What follows belongs to an exercise in optimizing a design on an open flow for small area; a production flow would make more cautious choices.
At most, simulation tests tie the RTL to the original design; equivalence was not proved.
No functional check of the RTL was part of runs 2 and 3.
Power is estimated from default activity; no workload was simulated.

--- flow/design.v ---
module apb_slave_timer(clk, rst,
			psel, penable, pwrite, paddr, pwdata, prdata,
			pready,
			irq);
	input	clk;
	input	rst;
	input	psel;
	input	penable;
	input	pwrite;
	input	[15:0] paddr;
	input	[31:0] pwdata;
	output	reg [31:0] prdata;
	output	reg pready;
	output	irq;
	reg	[1:0] tmr_cfg;
	reg	[31:0] tmr_cnt;
	reg	[31:0] tmr_div;
	reg	[31:0] tmr_free_cnt;
	assign irq = tmr_cfg[1];
always	@(posedge clk) begin
	tmr_free_cnt <= tmr_free_cnt + 1;
	if (tmr_cfg[0]) begin
		tmr_cnt <= tmr_cnt - 1;
		if (tmr_cnt == 0) begin
			tmr_cnt <= tmr_div;
			tmr_cfg[1] <= 1;
		end
	end
	prdata <= 'bx;
	pready <= 0;
	if (psel) begin
		pready <= penable;
		if (penable && pwrite) begin
			case (paddr)
				0: begin
					tmr_cfg <= pwdata[1:0];
					if (tmr_cfg[0] ^ pwdata[0]) begin
						if (pwdata[0]) begin
							tmr_cnt <= tmr_div;
						end
					end
				end
				1: tmr_cnt <= pwdata;
				2: begin tmr_div <= pwdata;
				end
				3: tmr_free_cnt <= pwdata;
			endcase
		end
		case (paddr)
			0: prdata[1:0] <= tmr_cfg;
			1: prdata <= tmr_cnt;
			2: prdata <= tmr_div;
			3: begin
				prdata <= tmr_free_cnt;
			end
		endcase
	end
	if (rst) begin
		tmr_free_cnt <= 0;
		tmr_cnt <= 0;
		tmr_div <= 0;
		tmr_cfg <= 0;
	end
end
endmodule
--- flow/run.sh ---
#!/bin/bash
# synth_recipe.tcl (not shown) runs the flow's synth.tcl, then flattens the netlist and writes it again
# the make line also repeats each setting of config.mk as NAME=value (left out here)
make -C /OpenROAD-flow-scripts/flow DESIGN_CONFIG=/design/flow/config.mk WORK_HOME=/design/flow/orfs CLKGATE_MAP_FILE= SYNTH_SCRIPT=/design/flow/synth_recipe.tcl finish
--- flow/config.mk ---
export PLATFORM = sky130hd
export DESIGN_NAME = apb_slave_timer
export DESIGN_NICKNAME = apb_slave_timer
export VERILOG_FILES = /design/flow/design.v
export SDC_FILE = /design/flow/constraint.sdc
export NUM_CORES = 4
export LEC_CHECK = 0
export CAP_MARGIN = 20
export CORE_MARGIN = 2
export CORE_UTILIZATION = 40
export SLEW_MARGIN = 20
--- flow/constraint.sdc ---
create_clock -name core_clock -period 5.0 [get_ports {clk}]
set_input_delay 1.0000 -clock core_clock [delete_from_list [all_inputs] [get_ports {clk}]]
set_output_delay 1.0000 -clock core_clock [all_outputs]
set_load 0.01 [all_outputs]
==> results of run 1 <==
==> layout by cell type, fill, tap and decap left out, types with 7 or more instances in the layout <==
cell | Yosys | final
a211oi_1 | 34 | 34
a21oi_1 | 76 | 76
a22oi_1 | 12 | 12
a31oi_1 | 7 | 7
and3_1 | 14 | 14
buf_4 | 0 | 15
clkbuf_16 | 0 | 17
clkdlybuf4s50_1 | 0 | 84
dfxtp_1 | 131 | 131
inv_1 | 14 | 14
mux2i_1 | 24 | 24
nand2_1 | 157 | 156
nand3_1 | 31 | 31
nand4_1 | 18 | 18
nor2_1 | 83 | 83
nor2b_1 | 16 | 15
nor3_1 | 31 | 30
nor4_1 | 12 | 12
nor4_2 | 9 | 9
o211ai_1 | 8 | 8
o21a_1 | 9 | 9
o21ai_0 | 61 | 61
o22ai_1 | 14 | 14
or4_1 | 7 | 7
xnor2_1 | 15 | 15
xor2_1 | 25 | 25
==> metrics by stage <==
| stage | cells | hold slack (ps) | power, mW |
|---|---|---|---|
| global placement | 1223 | 442.2 | 1.206 |
| detailed placement | 1223 | 447.4 | 1.205 |
| CTS | 1255 | 456.2 | 2.497 |
| floorplan | 962 | 431.9 | 1.131 |
| finish | 1255 | 455.9 | 2.477 |
| global route | 1255 | 480.7 | 2.552 |
==> cells by family (layout without fill, tap and decap cells) <==
group                    after synthesis  count (layout)
buffers and inverters                 82             146
adder cells (fa/ha/maj)                3               3
AND/OR/NAND/NOR                      415             415
flip-flops                           131             131
AO/OA/AOI/OAI                        264             264
multiplexers                          27              27
XOR/XNOR                              40              40
==> layer usage <==
layer  part of all wire [%]  vias up  track usage (%)  wire length [um]
li1                       -     3591                -                 -
met1                     47     3547            35.93             11580
met2                     44      313            38.31             10920
met3                    7.5       42            5.299              1864
met4                    2.0        0            8.666               495
met5                      0        -                0                 0
==> worst paths after layout <==
path / slack (ps) / endpoint / cells after the start / startpoint
setup / recovery: 1670 / tmr_div[22]$_SDFFE_PP0P_ / 8 / paddr[13]
hold reg to reg: 460 / tmr_div[20]$_SDFFE_PP0P_ / 2 / tmr_div[20]$_SDFFE_PP0P_
hold / removal: 460 / tmr_div[20]$_SDFFE_PP0P_ / 2 / tmr_div[20]$_SDFFE_PP0P_
setup reg to reg: 1810 / tmr_cnt[8]$_SDFF_PP0_ / 6 / tmr_cnt[4]$_SDFF_PP0_
==> area by class of cell <==
class	instances	share of cell area [%]
Clock buffer	23	5.354
Sequential cell	131	29.38
Clock inverter	9	1.430
Inverter	14	0.5886
Tap cell	229	3.210
Multi-Input combinational cell	749	49.31
Timing Repair Buffer	100	10.74
==> power by group <==
group          internal, mW  switching [mW]  leakage [nW]  total [mW]
combinational        0.0582          0.0778          1.77       0.136
clock                 0.821           0.471         0.289        1.29
sequential             1.05         0.00281          1.06        1.05
==> worst max-delay path: stages <==
cell,delay [ps]
clkdlybuf4s50_1,430
nor4_2,460
nand3_1,120
or2_1,390
or3_1,700
buf_4,330
nand2_1,100
a21oi_1,60
==> Yosys cell counts (all sizes together) (12+ instances only) <==
cell type and instances:
nand2 157, dfxtp 131, nor2 84, a21oi 76, o21ai 61, clkbuf 54, a211oi 35, nand3 32
nor3 32, xor2 25, mux2i 24, nor4 23, nand4 18, nor2b 16, xnor2 15, and3 14
buf 14, inv 14, o22ai 14, a22oi 12
==> flip-flops by register name, indices dropped and copies added, names as in the netlist <==
register and count:
prdata 32, tmr_cnt 32, tmr_div 32, tmr_free_cnt 32
pready 1, tmr_cfg 2
==> results.yml, run 1 <==
yosys:
  synth_seq_cells: 131
  postSynthCellCount: 962
  yosys.area.top_type: "dfxtp_1"
  netlist_area_mm2: 0.007326
  synth-edff-count: 0
  synth-compound-area-share_pct: 22.75
  synth_area_leaders: "dfxtp_1 36%, nand2_1 8.0%, a21oi_1 5.2%"
  yosysTopAreaCellShare_pct: 35.80
  yosys.area_share.adder_pct: 0.5124
  async_reset_ff_share_pct: 0
  synth_cell_types: 64
  synthSimpleGateAreaFrac_pct: 28.04
  yosysWarnings: 1
  synth_xor_area_share_pct: 4.782
  yosys_most_used_dff: "dfxtp_1"
  synth_top_family_by_area: "simple AND/OR/NAND/NOR gates"
  seq_area_frac_synth_pct: 35.80
  syn_nets: 1018
  synth_mux_area_share_pct: 3.740
  avgSynthCellArea_um2: 7.615
finish:
  finalInstanceArea_mm2: 0.008927
  multiInputGateArea_mm2: 0.004402
  drive_above_1_share_pct: 7.018
  fillers: 1848
  synthToLayoutAreaGrowth_pct: 21.86
  finish.utilization_pct: 49.70
  antenna_cells: 0
  final_nets: 1069
  ff_latch_area_mm2: 0.002623
worst_setup_path:
  path_max_fanout: 18
  end_kind: "register"
  cp.required_ps: 5260
  critPathLaunchType: "input port"
  worstSetupPathType: "input port to register"
  crit_arrival_ps: 3600
power:
  p_leak_nw: 3.114
  irDropWorstVdd_mv: 0.2486
  p_per_area_mw_per_mm2: 277.5
place:
  hpwl_mm: 16.95
  place.gp.congestion: 0.9825
  io_buffers: 86
  dpl_worst_slack_ps: 1224
  placed_area_mm2: 0.008313
routing:
  viasPerCell: 5.971
  detail-route-antenna-nets: 0
  routed_wl_mm: 24.87
  drc: 0
  dr.pass1.iters: 7
  drtIter0Drc: 781
  vias: 7493
  wl_per_cell_um: 19.81
clock_network:
  cts_setup_buffers: 0
  cts_tree: "built"
  clock-sinks: 131
  cts.repair.resized: 0
  htreeDepth: 4
  cts.clk_slew.worst_paths_ps: 60
  clk_path_buf_depth: 2
  cts_buffers: 17
  clockRootBuffer: "clkbuf_16"
  clk-insertion-delay-late_ps: 430
  cts-hold-fix-buffers: 0
grt:
  grt_max_degree: 73
  grt_pass1_vias: 6995
  gr-usage-all-layers_pct: 25.35
  grt_pass1_wl_mm: 39.35
  grt_overflow: 0
  antenna_found_initial: 0
sta:
  min_period_ps: 3334
  slew_violations: 0
  clock_skew_ps: 7.714
  setup_violations: 0
  slew_headroom_pct: 37.91
  hold_viol: 0
  fin_ws_ps: 1666
  period_share_pct: 66.68
  worst_slew_pin_slew_ps: 927.9
  fmax_mhz: 299.9
  final.setup.tns_ps: 0
  rsz0062_at_grt: "false"
job:
  drv_cap: 0
die:
  start_util_pct: 40.78
  io-pin-count: 87
  die_h_um: 139.3
  row_count: 49
  dieArea_mm2: 0.01941
  die_w_um: 139.3
  core_area_mm2: 0.01796
run_status:
  status: "timing/DRC/antenna clean"
worst_hold_path:
  hold_path.class: "register to register"
==> inputs of run 2 (changes only) <==
==> flow/design.v (replaced) <==
module apb_slave_timer(clk, rst,
			psel, penable, pwrite, paddr, pwdata, prdata,
			pready,
			irq);
	input	clk;
	input	rst;
	input	psel;
	input	penable;
	input	pwrite;
	input	[15:0] paddr;
	input	[31:0] pwdata;
	output	reg [31:0] prdata;
	output	reg pready;
	output	irq;
	parameter INV_C = 1, INV_D = 0, INV_F = 0, INV_P = 0;
	reg	[1:0] tmr_cfg;
	reg	[31:0] cnt_q, div_q, free_q, prdata_q;
	wire	[31:0] tmr_cnt = cnt_q ^ {32{INV_C[0]}};
	wire	[31:0] tmr_div = div_q ^ {32{INV_D[0]}};
	wire	[31:0] tmr_free_cnt = free_q ^ {32{INV_F[0]}};
	always @* prdata = prdata_q ^ {32{INV_P[0]}};
	assign irq = tmr_cfg[1];
	wire	wr = psel & penable & pwrite & ~|paddr[15:2];
	wire	w0 = wr & (paddr[1:0] == 2'd0);
	wire	w1 = wr & (paddr[1:0] == 2'd1);
	wire	w2 = wr & (paddr[1:0] == 2'd2);
	wire	w3 = wr & (paddr[1:0] == 2'd3);
	wire	ld1 = w1 & ~rst, kp1 = ~(w1 | rst);
	wire	ld2 = w2 & ~rst, kp2 = ~(w2 | rst);
	wire	ld3 = w3 & ~rst, kp3 = ~(w3 | rst);
	wire	[32:0] fc;
	assign	fc[0] = 1'b1;
	genvar i;
	generate for (i = 0; i < 32; i = i + 1) begin : g_fc
		assign fc[i+1] = fc[i] & tmr_free_cnt[i];
	end endgenerate
	wire	[31:0] free_inc = tmr_free_cnt ^ fc[31:0];
	wire	[32:0] bc;
	assign	bc[0] = tmr_cfg[0];
	generate for (i = 0; i < 32; i = i + 1) begin : g_bc
		assign bc[i+1] = bc[i] & ~tmr_cnt[i];
	end endgenerate
	wire	[31:0] cnt_dec = tmr_cnt ^ bc[31:0];
	wire	hit = bc[32];
	wire	ld_en = w0 & ~tmr_cfg[0] & pwdata[0];
	wire	[31:0] cnt_nx = (cnt_dec | {32{ld_en}}) & (tmr_div | {32{~(hit | ld_en)}});
always	@(posedge clk) begin
	free_q <= {32{INV_F[0]}} ^ (({32{ld3}} & pwdata) | ({32{kp3}} & free_inc));
	div_q <= {32{INV_D[0]}} ^ (({32{ld2}} & pwdata) | ({32{kp2}} & tmr_div));
	cnt_q <= {32{INV_C[0]}} ^ (({32{ld1}} & pwdata) | ({32{kp1}} & cnt_nx));
	if (rst)
		tmr_cfg <= 2'b00;
	else if (w0)
		tmr_cfg <= pwdata[1:0];
	else if (hit)
		tmr_cfg[1] <= 1'b1;
	pready <= psel & penable;
	case (paddr[1:0])
		2'd0: prdata_q <= {32{INV_P[0]}} ^ {tmr_cnt[31:2], tmr_cfg};
		2'd1: prdata_q <= {32{INV_P[0]}} ^ tmr_cnt;
		2'd2: prdata_q <= {32{INV_P[0]}} ^ tmr_div;
		default: prdata_q <= {32{INV_P[0]}} ^ tmr_free_cnt;
	endcase
end
endmodule
--- a/flow/config.mk
+++ b/flow/config.mk
@@ -5,7 +5,9 @@
 export SDC_FILE = /design/flow/constraint.sdc
 export NUM_CORES = 4
 export LEC_CHECK = 0
+export ABC_AREA = 1
 export CAP_MARGIN = 20
 export CORE_MARGIN = 2
-export CORE_UTILIZATION = 40
+export CORE_UTILIZATION = 70
+export CTS_BUF_LIST = sky130_fd_sc_hd__clkbuf_4 sky130_fd_sc_hd__clkbuf_8
 export SLEW_MARGIN = 20
==> run 2 against run 1 <==
Against the previous run:
- the flow now stops in 4_1_cts
- area after synthesis shrank 25%
- synthesized cell count shrank 34%
==> results.yml, run 2 <==
die:
  io-pin-count: 87
  row_count: 32
  die_w_um: 92.78
  die_h_um: 92.78
  start_util_pct: 71.76
place:
  place.gp.congestion: 0.9271
  io_buffers: 86
  placed_area_mm2: 0.007232
  dpl_worst_slack_ps: -1075
  hpwl_mm: 12.16
yosys:
  synth-edff-count: 0
  synth_cell_types: 23
  yosys_most_used_dff: "dfxtp_1"
  yosysTopAreaCellShare_pct: 47.54
  async_reset_ff_share_pct: 0
  yosys.area.top_type: "dfxtp_1"
  postSynthCellCount: 639
  yosysMostFrequentCell: "dfxtp_1"
  netlist_area_mm2: 0.005517
  synth_seq_cells: 131
  seq_area_frac_synth_pct: 47.54
  synth_area_leaders: "dfxtp_1 48%, ha_1 14%, nand2_1 7.3%"
  netlist_top_cells_count: "131 x dfxtp_1, 108 x nand2_1, 75 x inv_1, 67 x a21oi_1, 62 x ha_1"
  avgSynthCellArea_um2: 8.633
  yosysWarnings: 1
  syn_nets: 754
clock_network:
  cts_buffers: 17
  htreeDepth: 4
  cts_setup_buffers: 1
  clk_path_buf_depth: 2
  clockRootBuffer: "clkbuf_8"
  clock-sinks: 131
  cts-hold-fix-buffers: 0
  cts.repair.resized: 64
run_status:
  status: "stopped before the end"
  tool.error: "[ERROR DPL-0038] Utilization greater than 100%, impossible to legalize"
  lastStage: "4_1_cts"
==> run 2: how the worst max path moves through the flow <==
| stage | from | end | slack (ps) | cells past startpoint |
|---|---|---|---|---|
| global placement | cnt_q[0]$_DFF_P_ | cnt_q[0]$_DFF_P_ | -800 | 36 |
| detailed placement | cnt_q[0]$_DFF_P_ | cnt_q[2]$_DFF_P_ | -1080 | 36 |
| floorplan | tmr_cfg[0]$_SDFFE_PP0P_ | cnt_q[21]$_DFF_P_ | -610 | 37 |
==> run 2: stage by stage <==
stage               std cells  hold WS (ps)  power, mW  TNS [ps]
detailed placement        807         498.8      1.182    -34530
floorplan                 639         452.5      1.116    -20040
global placement          807         485.4      1.174    -26780
==> run 2: kinds of logic after synthesis <==
group	count (synthesis)	synth area share, %
and+or+nand+nor	169	12.11
xor gates and xnor gates	1	0.1588
adders and majority gates	62	14.06
AOI/OAI and AO/OA	167	18.12
DFF	131	47.54
buffers and inverters	109	8.006
==> run 2: power by group through the flow <==
| stage | combinational, mW | clock, mW | sequential [mW] |
|---|---|---|---|
| after detailed placement | 0.110 | 0 | 1.07 |
| after global placement | 0.102 | 0 | 1.07 |
| after floorplan | 0.0427 | 0 | 1.07 |
==> inputs of run 3 (changes only) <==
--- a/flow/config.mk
+++ b/flow/config.mk
@@ -8,6 +8,5 @@
 export ABC_AREA = 1
 export CAP_MARGIN = 20
 export CORE_MARGIN = 2
-export CORE_UTILIZATION = 70
-export CTS_BUF_LIST = sky130_fd_sc_hd__clkbuf_4 sky130_fd_sc_hd__clkbuf_8
+export CORE_UTILIZATION = 40
 export SLEW_MARGIN = 20
==> run 3 against run 2 <==
Against the previous run:
- now fails the layout checks on setup timing
- synthesized cell count unchanged
- area after synthesis did not move
==> results.yml, run 3 <==
clock_network:
  clockRootBuffer: "clkbuf_16"
  clk-insertion-delay-late_ps: 420
  cts.clk_slew.worst_paths_ps: 50
  cts_buffers: 17
  clk_path_buf_depth: 2
  htreeDepth: 4
  cts_tree: "built"
  cts-hold-fix-buffers: 0
  clock-sinks: 131
worst_setup_path:
  crit_path_max_incr_delay_ps: 330
  r2r_setup_slack_ps: -790
  worstReg2RegStart: "tmr_cfg[0]$_SDFFE_PP0P_"
  path_max_fanout: 8
  crit_slowest_cell: "dfxtp_2"
  cp.required_ps: 5300
  reg2reg_depth: 36
  end_kind: "register"
  crit_top_cell: "ha_4"
  critPathLaunchType: "register"
  worstSetupPathType: "register to register"
  critPathCapture: "cnt_q[18]$_DFF_P_"
  setup.worst_path.start: "tmr_cfg[0]$_SDFFE_PP0P_"
  r2r_end: "cnt_q[18]$_DFF_P_"
  crit_arrival_ps: 6090
routing:
  vias: 4769
  drc: 0
  dr.pass1.iters: 5
  viasPerCell: 5.184
  wl_per_cell_um: 16.75
  detail-route-antenna-nets: 0
  drtIter0Drc: 222
  routed_wl_mm: 15.41
die:
  start_util_pct: 41.33
  dieArea_mm2: 0.01475
  core_area_mm2: 0.01335
  io-pin-count: 87
  row_count: 42
  die_h_um: 121.4
  die_w_um: 121.4
yosys:
  syn_nets: 754
  netlist_area_mm2: 0.005517
  avgSynthCellArea_um2: 8.633
  synth-edff-count: 0
  yosys.area.top_type: "dfxtp_1"
  yosysWarnings: 1
  synth_cell_types: 23
  postSynthCellCount: 639
  synth_area_leaders: "dfxtp_1 48%, ha_1 14%, nand2_1 7.3%"
  netlist_top_cells_count: "131 x dfxtp_1, 108 x nand2_1, 75 x inv_1, 67 x a21oi_1, 62 x ha_1"
  yosysTopAreaCellShare_pct: 47.54
  async_reset_ff_share_pct: 0
  synth_seq_cells: 131
  yosysMostFrequentCell: "dfxtp_1"
  yosys_most_used_dff: "dfxtp_1"
  seq_area_frac_synth_pct: 47.54
finish:
  finish.utilization_pct: 61.70
  ff_latch_area_mm2: 0.002628
  synthToLayoutAreaGrowth_pct: 49.29
  fillers: 1133
  layout_commonest_cell: "dfxtp_1"
  multiInputGateArea_mm2: 0.003522
  mostFrequentLayoutCells: "127 x dfxtp_1, 86 x clkdlybuf4s50_1, 81 x nand2_1"
  final_nets: 848
  drive_above_1_share_pct: 23.12
  antenna_cells: 0
sta:
  clock_skew_ps: 9.536
  final.setup.tns_ps: -26200
  min_period_ps: 5789
  slew_violations: 0
  setup_violations: 36
  rsz0062_at_grt: "true"
  worst_slew_pin_slew_ps: 912.9
  hold_ws_ps: 506.4
  period_share_pct: 115.8
  slew_headroom_pct: 39.08
  fin_ws_ps: -788.7
  hold_viol: 0
  fmax_mhz: 172.7
grt:
  grt.met3_usage_pct: 5.498
  antenna_found_initial: 0
  grt-busiest-layer: "met2"
  gr-usage-all-layers_pct: 21.99
  grt_pass1_wl_mm: 24.56
  met2_usage_pct: 38.73
  grt_max_degree: 37
  grt_overflow: 0
  met1_usage_pct: 25.95
  grt_pass1_vias: 4814
place:
  io_buffers: 86
  place.gp.congestion: 0.8104
  hpwl_mm: 9.968
worst_hold_path:
  hold_path.class: "register to register"
job:
  drv_cap: 0
run_status:
  status: "failed layout checks"
  violations: "setup timing"
power:
  irDropWorstVdd_mv: 0.2288
  p_per_area_mw_per_mm2: 279.6
  p_leak_nw: 2.977
## run 3: cell counts after synthesis
No cell type changed its count.
## run 3: final cells by class
| cell class | count | share of cell area (%) |
|---|---|---|
| multi-input cells | 402 | 42.77 |
| flip-flops and latches | 131 | 31.91 |
| repair buffers | 106 | 12.56 |
| clock buffers | 24 | 5.849 |
| inverters | 75 | 3.570 |
| well taps | 176 | 2.674 |
| clock inverters | 6 | 0.6685 |
## run 3: cells by family (layout without fill, tap and decap cells)
logic type / count (synthesis) / count (layout) / share of synthesized area [%]
fa+ha+maj: 62 / 62 / 14.06
compound gates: 167 / 167 / 18.12
buf+inv: 109 / 211 / 8.006
flops: 131 / 131 / 47.54
xor+xnor: 1 / 1 / 0.1588
simple gates: 169 / 172 / 12.11
## run 3: worst min path at each step
stage | to | slack, ps | cells past startpoint | from
after floorplan | prdata_q[1]$_DFF_P_ | 450 | 2 | div_q[1]$_DFF_P_
after global placement | cnt_q[0]$_DFF_P_ | 480 | 3 | div_q[0]$_DFF_P_
after detailed placement | div_q[1]$_DFF_P_ | 500 | 2 | div_q[1]$_DFF_P_
after CTS | div_q[5]$_DFF_P_ | 510 | 2 | div_q[5]$_DFF_P_
after global routing | cnt_q[4]$_DFF_P_ | 530 | 3 | div_q[4]$_DFF_P_
final | div_q[5]$_DFF_P_ | 510 | 2 | div_q[5]$_DFF_P_
## run 3: stage by stage
stage	power [mW]	area, um^2	cells	setup slack [ps]
2_1_floorplan	1.116	6295	639	-614.7
3_3_place_gp	1.182	7355	885	-867.1
3_5_place_dp	1.184	7355	885	-951.7
4_1_cts	2.324	8039	919	-849.1
5_1_grt	2.388	8235	920	-905.3
6_report	2.303	8235	920	-788.7
## run 3: what timing repair did
action	in CTS	in global routing
endpoints found under the setup margin	37	37
resized for setup	32	43
cloned	3	0
setup buffers	1	0
pin swaps	6	31
## run 3: power breakdown
group / total [mW] / switching, mW / leakage [nW] / internal, mW
registers: 1.05 / 0.00232 / 1.06 / 1.05
logic: 0.111 / 0.0600 / 1.65 / 0.0513
clock network: 1.14 / 0.429 / 0.269 / 0.712
total: 2.30 / 0.491 / 2.98 / 1.81
## run 3: worst max-delay path, delay by kind of cell, from the launching register on
kind | cells | cell delay, ps
and+or+nand+nor | 2 | 230
buffers and inverters | 1 | 100
adders and majority gates | 32 | 4900
DFF | 1 | 330
AOI/OAI and AO/OA | 1 | 50
## run 3: layer usage
layer  vias to the layer above  share of wire [%]  routed length, um
li1                       2373                  -                  -
met5                         -                  0                  0
met2                       124                 51               7928
met4                         0                1.7                264
met1                      2252                 42               6447
met3                        20                5.0                772

==> static timing again, ports no longer ideal <==
No port has a modelled driver above. Below, the same layouts with a new extraction and two added sets of constraints.
Step 1, drivers: a clkbuf_16 drives clk and a buf_2 each remaining input, both assumed.
Step 2 moves the port delays by t, midway between the first and last clock arrival at a register: inputs arrive t later, outputs are due t later. That takes back most of the time a late clock gives input paths.
a / b / c = ideal ports / drivers / drivers and shift; a / b = the first two.
run | t (ns) | setup slack, ns | clock arrival spread, ns | worst slew at a driven data input, ns
run 1 | 0.468 | 1.666 / 1.682 / 1.215 | 0.009 / 0.009 | 0.04
run 3 | 0.457 | -0.789 / -0.789 / -0.789 | 0.010 / 0.010 | 0.05
For run 1, which loses most, drivers alone change the setup slack by +0.016 ns; drivers and shift together by -0.451 ns.
